This design comes from an exercise in tuning for small area on the open sky130 flow, not from production work. Function was checked by simulation only, so behaviour that the tests miss may differ from the original.

==> flow/design.v (outline; a module is shown in full before it is edited, if it fits) <==
// module fir_filter: 8992 lines
// module FA: 4 lines
// module HAN: 4 lines
module fir_filter (
    input  wire signed [15:0] i_fir_data_in,
    input  wire               i_fir_en,
    input  wire               i_tap_wr_en,
    input  wire        [5:0]  i_tap_wr_addr,
    input  wire        [15:0] i_tap_wr_data,
    input  wire               i_clk,
    input  wire               i_rst_n,
    output reg  signed [31:0] o_fir_data_out
);
  // ...
==> flow/run.sh <==
#!/bin/bash
# synth_recipe.tcl (not shown) runs the flow's synth.tcl, then flattens the netlist and writes it again
# the make line also repeats each setting of config.mk as NAME=value (left out here)
make -C /OpenROAD-flow-scripts/flow DESIGN_CONFIG=/design/flow/config.mk WORK_HOME=/design/flow/orfs CLKGATE_MAP_FILE= SYNTH_SCRIPT=/design/flow/synth_recipe.tcl finish
==> flow/config.mk <==
export PLATFORM = sky130hd
export DESIGN_NAME = fir_filter
export DESIGN_NICKNAME = fir_filter
export VERILOG_FILES = /design/flow/design.v
export SDC_FILE = /design/flow/constraint.sdc
export NUM_CORES = 8
export LEC_CHECK = 0
export ABC_AREA = 1
export CAP_MARGIN = 20
export CORE_MARGIN = 2
export CORE_UTILIZATION = 30
export PLACE_DENSITY = 0.4
export SLEW_MARGIN = 20
export SYNTH_HIERARCHICAL = 1
export SYNTH_MINIMUM_KEEP_SIZE = 0
==> flow/constraint.sdc <==
create_clock -name core_clock -period 12.0 [get_ports {i_clk}]
set_input_delay 2.4000 -clock core_clock [delete_from_list [all_inputs] [get_ports {i_clk}]]
set_output_delay 2.4000 -clock core_clock [all_outputs]
set_load 0.01 [all_outputs]
==> impl_metrics.yaml, run 1 <==
worst_setup_path:
  cp.depth: 18
  path_class: "register to register"
  r2r_end: "acc_a[28]"
  critical_path.max_stage_delay_ns: 1.07
  worst_setup_path_end_kind: "register"
  slowest_stage: "fa_1"
  worstPathArrival_ns: 11.51
logic_synthesis:
  seq_area_frac_synth: 0.1464
  syn_area_sq_mm: 0.3124
  synth_area_leaders: "fa_1 (44%), o22ai_1 (12%), dfrtp_1 (10%)"
  synthCells: 34570
  syn_nets: 41565
layout:
  antenna_cells: 270
  nonClockInverterCount: 3180
  multi_input_comb_cells: 26244
  multi_input_area_share: 0.7238
clock_tree:
  cts-hold-fix-buffers: 0
  postCtsSetupRepairBufs: 0
placed_design:
  place_hpwl_um: 2224000
min_path:
  whs_path_depth: 2
routing:
  wl_um: 2602000
  drt_iter0_drc: 51227
outcome:
  outcome: "finished clean"
sta:
  fin_crit_ns: 10.49
  max_slew_margin: 0.05916
==> run 2, diff against run 1 <==
--- a/flow/config.mk
+++ b/flow/config.mk
@@ -11,2 +11,4 @@
 export CORE_UTILIZATION = 30
+export CTS_CLUSTER_DIAMETER = 100
+export CTS_CLUSTER_SIZE = 30
 export PLACE_DENSITY = 0.4
==> run 2 against run 1 <==
Effect of this change: the layout now fails its checks (antenna rules, capacitance limit, slew limit); global-route usage is 0.084 points lower; final cell count is 0.35% lower; core utilization is 0.19 points lower; final area is 0.60% lower; die area stayed put; synthesized cell count stayed put; first-iteration DRC count is 0.84% higher; clock skew is 0.0020 ns higher; hold slack better by 0.0027 ns.
==> impl_metrics.yaml, run 2 <==
global_routing:
  grt_pass1_vias: 283137
  grt_pass1_wl_um: 3244000
  grt_max_degree: 194
  antenna_found_initial: 273
  groute.usage.overall: 0.4821
  overflow: 0
clock_tree:
  postCtsSetupRepairBufs: 0
  cts-hold-fix-buffers: 0
  cts_tree: "built"
  htreeDepth: 4
  root_buffer: "clkbuf_16"
  cts_buffers: 209
  clock_path_buffers: 5
  path_clk_slew_ns: 0.10
  clock-sinks: 1801
  cts_resized: 0
  worst_skew_pair.late_latency_ns: 1.25
layout:
  reg_top3: "buffer: 867 flops, tap: 816 flops"
  n_fill_cell: 107953
  layout_commonest_cell: "fa_1"
  utilization: 0.3206
  nNetsFinal: 39287
  layout-drive-gt1-share: 0.05748
  syn2layout_area_growth_pct: 6.467
  top_register: "buffer"
  largest_reg_flops: 867
  final_cell_mix: "fa_1 (6815), a21oi_1 (5817), o22ai_1 (5754)"
logic_synthesis:
  seq_area_frac_synth: 0.1464
  synthArstFlopShare: 1.000
  syn_area_sq_mm: 0.3124
  yosys.area.top_type: "fa_1"
  synth_area_leaders: "fa_1 (44%), o22ai_1 (12%), dfrtp_1 (10%)"
  yosysMostFrequentCell: "fa_1"
  synth_top_cells_by_count: "fa_1 (6838), a21oi_1 (5824), o22ai_1 (5754)"
  synth_top_area_frac: 0.4381
  synth-seq-cells: 1801
  synthCells: 34570
  synth_edf_count: 0
  synth-main-ff-cell: "dfrtp_1"
  yosysWarnings: 9
  syn_nets: 41565
  yosysUniqueCellTypes: 50
  syn_area_per_cell_sq_um: 9.038
die:
  fp-row-count: 374
  die_w_um: 1025
  dieArea_sq_mm: 1.050
  pin_count: 74
  start_util: 0.3012
  coreArea_sq_mm: 1.037
  fp.dieH_um: 1025
worst_setup_path:
  critical_path.max_stage_delay_ns: 1.14
  worst_setup_path_end_kind: "register"
  path_class: "register to register"
  worstPathArrival_ns: 11.41
  critPathLaunchType: "register"
  crit_chain: "inv_1 -> nor2_1 -> inv_1 -> o22ai_1 -> a21oi_1 -> fa_1 -> fa_1 -> fa_1 -> fa_1 -> fa_1 -> fa_1 -> fa_1 -> fa_1 -> fa_1 -> fa_1 -> fa_1 -> fa_1 -> fa_1 -> nand2_1 -> o21ai_0"
  crit_top_cell: "fa_1"
  critical_path_required_ns: 13.04
  slowest_stage: "fa_1"
  path_max_fanout: 14
routing:
  postRouteAntennaNets: 1
  drt_first_pass_iters: 9
  vias: 306959
  vias_per_cell: 6.611
  remaining_drc_errors: 0
  wl_um: 2596000
  wl_per_cell_um: 55.91
  drt_iter0_drc: 51659
sta:
  fin_crit_ns: 10.37
  worst_pin_slew_ns: 1.554
  grt_setup_unrepaired: "no"
  fmax_mhz: 96.41
  skew_ns: 0.1195
  setup_viol: 0
  finalHoldViolCount: 0
  fin_crit_sh: 0.8644
  final_max_slew_viol_count: 3
  max_slew_margin: -0.03931
  final.setup.tns_ns: 0
placed_design:
  port-buffer-count: 73
  place_hpwl_um: 2224000
  place_congestion: 1.137
flow_run:
  cap_violations: 1
outcome:
  so_faults: "antenna rules, capacitance limit, slew limit"
  outcome: "failed layout checks"
min_path:
  min_path_type: "register to register"
## run 2: cell types whose count changed in the layout (fill, tap and decap cells not counted), sizes merged, moves of 13 or more
cell	change
bufinv	-28
clkinv	-13
clkinvlp	-20
diode	-21
inv	+76
clkbuf	-161
## run 2: final timing paths
kind	cells past startpoint	from	endpoint	slack, ns
worst max register to register	20	buffer[50][10]	acc_b[20]	1.63
min in group asynchronous	1	i_rst_n	tap[33][8]	1.12
worst min-delay path	2	tap[47][8]	tap[47][8]	0.48
max in group asynchronous	4	i_rst_n	tap[7][13]	8.12
worst min register to register	2	tap[47][8]	tap[47][8]	0.48
worst max-delay path	20	buffer[50][10]	acc_b[20]	1.63
## run 2: critical path: cells and delay by family, from the launching register on
family / cells / cell delay (ns)
DFF: 1 / 0.38
adders and majority gates: 13 / 8.27
and+or+nand+nor: 2 / 0.49
buffers and inverters: 2 / 0.49
AOI/OAI and AO/OA: 3 / 0.48
## run 2: layout make-up
type / count / area (sq um) / share of cell area
multi-input cells: 26244 / 242200 / 0.7282
flip-flops and latches: 1801 / 45740 / 0.1375
well taps: 13724 / 17170 / 0.05162
inverters: 3180 / 11980 / 0.03602
repair buffers: 856 / 6918 / 0.02080
clock buffers: 226 / 5406 / 0.01625
clock inverters: 154 / 2587 / 0.007778
diodes: 249 / 623.1 / 0.001873
## run 2: per-layer routing
layer	up-vias	track usage	wire length, um
li1	115125	-	-
met1	163607	0.5945	966800
met2	23406	0.6680	1045000
met3	4733	0.1627	294900
met4	88	0.4270	288700
met5	-	0	683
## run 2: per-module statistics from Yosys (local to each module, per instance)
module      cells  copies in the design
HAN             5                    48
fir_filter  27501                     1
FA              1                  6829
## run 2: stage by stage
step,hold WS (ns),cells,instance area [sq um],worst slack [ns]
global placement,0.4635,45792,323700,1.212
detailed placement,0.4624,45799,323900,1.639
global route,0.4926,46247,332200,1.674
floorplan,0.4506,34570,312400,3.852
CTS,0.4811,46179,331900,1.902
finish,0.4773,46434,332700,1.627
## run 2: cell families after synthesis
family / Yosys count / synth area share
xor+xnor: 914 / 0.02562
flops: 1801 / 0.1464
buf+inv: 6525 / 0.07920
compound gates: 13831 / 0.2488
fa+ha+maj: 6953 / 0.4427
simple gates: 4546 / 0.05728
==> run 3, diff against run 2 <==
--- a/flow/config.mk
+++ b/flow/config.mk
@@ -8,3 +8,3 @@
 export ABC_AREA = 1
-export CAP_MARGIN = 20
+export CAP_MARGIN = 30
 export CORE_MARGIN = 2
@@ -14,3 +14,3 @@
 export PLACE_DENSITY = 0.4
-export SLEW_MARGIN = 20
+export SLEW_MARGIN = 30
 export SYNTH_HIERARCHICAL = 1
==> run 3 against run 2 <==
Effect of this change: now clean on timing, DRC and antenna; fmax shrank 0.12%; setup slack lost 0.012 ns; clock skew shrank 0.0067 ns; die area is the same; first-iteration DRC count shrank 0.79%.
==> impl_metrics.yaml, run 3 <==
routing:
  wl_per_cell_um: 55.94
  drt_iter0_drc: 51252
  postRouteAntennaNets: 0
  wl_um: 2599000
  remaining_drc_errors: 0
  drt_first_pass_iters: 9
  vias: 306776
  vias_per_cell: 6.603
layout:
  layout_commonest_cell: "fa_1"
  largest_reg_flops: 867
  top_register: "buffer"
  reg_top3: "buffer: 867 flops, tap: 816 flops"
  nNetsFinal: 39311
  layout-drive-gt1-share: 0.06054
  final_cell_mix: "fa_1 (6767), a21oi_1 (5810), o22ai_1 (5754)"
  final_cell_count_no_fill: 46457
  utilization: 0.3212
  stdcell_area_sq_mm: 0.3332
  syn2layout_area_growth_pct: 6.648
  n_fill_cell: 108053
global_routing:
  groute.usage.overall: 0.4823
  grt_pass1_vias: 284241
  antenna_found_initial: 268
  grt_pass1_wl_um: 3247000
  grt_max_degree: 194
  overflow: 0
sta:
  whs_ns: 0.4781
  final.setup.tns_ns: 0
  setup_ws_ns: 1.615
  worst_pin_slew_ns: 1.323
  fin_crit_sh: 0.8654
  skew_ns: 0.1128
  max_slew_margin: 0.1181
  fmax_mhz: 96.30
  setup_viol: 0
  final_max_slew_viol_count: 0
  fin_crit_ns: 10.38
  finalHoldViolCount: 0
  grt_setup_unrepaired: "no"
logic_synthesis:
  yosysWarnings: 9
  synth-main-ff-cell: "dfrtp_1"
  synth_top_area_frac: 0.4381
  synth_edf_count: 0
  synth_area_leaders: "fa_1 (44%), o22ai_1 (12%), dfrtp_1 (10%)"
  yosys.area.top_type: "fa_1"
  yosysMostFrequentCell: "fa_1"
  yosysUniqueCellTypes: 50
  syn_area_per_cell_sq_um: 9.038
  synth_top_cells_by_count: "fa_1 (6838), a21oi_1 (5824), o22ai_1 (5754)"
  syn_area_sq_mm: 0.3124
  synth-seq-cells: 1801
  syn_nets: 41565
  synthCells: 34570
  seq_area_frac_synth: 0.1464
  synthArstFlopShare: 1.000
clock_tree:
  clock_path_buffers: 5
  worst_skew_pair.late_latency_ns: 1.21
  cts_tree: "built"
  cts-hold-fix-buffers: 0
  cts_resized: 0
  path_clk_slew_ns: 0.08
  postCtsSetupRepairBufs: 0
  clock-sinks: 1801
  cts_buffers: 214
  root_buffer: "clkbuf_16"
  htreeDepth: 4
die:
  dieArea_sq_mm: 1.050
  pin_count: 74
  fp.dieH_um: 1025
  die_w_um: 1025
  coreArea_sq_mm: 1.037
  fp-row-count: 374
  start_util: 0.3012
placed_design:
  place_hpwl_um: 2225000
  dp_slack_ns: 1.664
  port-buffer-count: 73
  placedCellCount: 45809
  place_congestion: 1.137
  place_area_sq_mm: 0.3242
worst_setup_path:
  critPathLaunchType: "register"
  path_max_fanout: 14
  cp-startpoint: "buffer[50][13]"
  worst_setup_path_end_kind: "register"
  rr_startpoint: "buffer[50][13]"
  critical_path_required_ns: 13.08
  path_class: "register to register"
  worstPathArrival_ns: 11.47
min_path:
  hp-start: "tap[47][8]"
  min_path_type: "register to register"
flow_run:
  cap_violations: 0
outcome:
  outcome: "finished clean"
## run 3: kinds of logic (layout without fill, tap and decap cells)
family | count (synthesis) | in the layout | share of synthesized area
adders and majority gates | 6953 | 6953 | 0.4427
xor gates and xnor gates | 914 | 914 | 0.02562
and+or+nand+nor | 4546 | 4546 | 0.05728
buffers and inverters | 6525 | 4445 | 0.07920
other | 0 | 243 | 0
DFF | 1801 | 1801 | 0.1464
AOI/OAI and AO/OA | 13831 | 13831 | 0.2488
## run 3: layer usage
layer | GRT usage | part of all wire
met1 | 0.5927 | 0.37
met2 | 0.6665 | 0.40
met3 | 0.1661 | 0.11
met4 | 0.4297 | 0.11
met5 | 0.004100 | 0.00036
## run 3: worst paths after layout
path / endpoint / slack (ns) / cells past startpoint
setup / recovery: acc_b[20] / 1.62 / 18
hold / removal: tap[47][8] / 0.48 / 2
setup reg to reg: acc_b[20] / 1.62 / 18
hold reg to reg: tap[47][8] / 0.48 / 2
max in group asynchronous: tap[17][9] / 8.33 / 4
min in group asynchronous: tap[33][8] / 1.13 / 1
## run 3: final cells by class
type / instances / area (sq um) / share of cell area
timing repair buffer: 875 / 7226 / 0.02168
multi-input combinational: 26244 / 242400 / 0.7275
antenna: 243 / 608.1 / 0.001825
clock inverter: 163 / 2571 / 0.007716
clock buffer: 227 / 5499 / 0.01650
sequential: 1801 / 45740 / 0.1373
tap: 13724 / 17170 / 0.05153
inverter: 3180 / 11980 / 0.03596
## run 3: worst max-delay path, stage by stage (launching register included)
cell     delay, ns
dfrtp_1       0.37
nand2_1       0.49
inv_1         0.72
a21oi_1       0.18
fa_1          0.89
fa_1          0.64
fa_1          1.15
fa_1          0.57
fa_1          0.58
fa_1          0.51
fa_1          0.84
fa_1          0.55
fa_1          0.65
fa_1          0.48
fa_1          0.40
fa_1          0.58
fa_1          0.44
nand2_1       0.11
o21ai_0       0.09
## run 3: per-module statistics from Yosys, one instance, submodules excluded
module      cells  area, sq um  flip-flops and latches  copies in the design
FA              1        20.02                       0                  6829
HAN             5        27.53                       0                    48
fir_filter  27501       174400                    1801                     1

-- separate check: timing with driven ports --
The results above use ideal ports. As a check the final layouts listed here were re-extracted and re-timed, cells and wires unchanged.
Step 1, drivers: a clkbuf_16 drives i_clk and a buf_2 each remaining input, both assumed.
Step 2 adds t to the input delays and takes it off the output delays; t is the mean of the earliest and latest rising clock arrival at the registers after step 1. Input paths then give back, and output paths get back, about the clock's delay inside the block.
a / b / c = ideal ports / drivers / drivers and shift; a / b = the first two.
| run | t, ns | setup WS [ns] | worst hold slack (ns) |
|---|---|---|---|
| run 1 | 1.285 | 1.512 / 1.512 / 1.492 | 0.475 / 0.475 / 0.475 |
| run 2 | 1.356 | 1.627 / 1.627 / 1.466 | 0.477 / 0.477 / 0.477 |
| run 3 | 1.360 | 1.615 / 1.615 / 1.440 | 0.478 / 0.478 / 0.478 |
The setup slack of run 3, which loses most, moves by 0.000 ns with the drivers and by -0.175 ns with both steps.
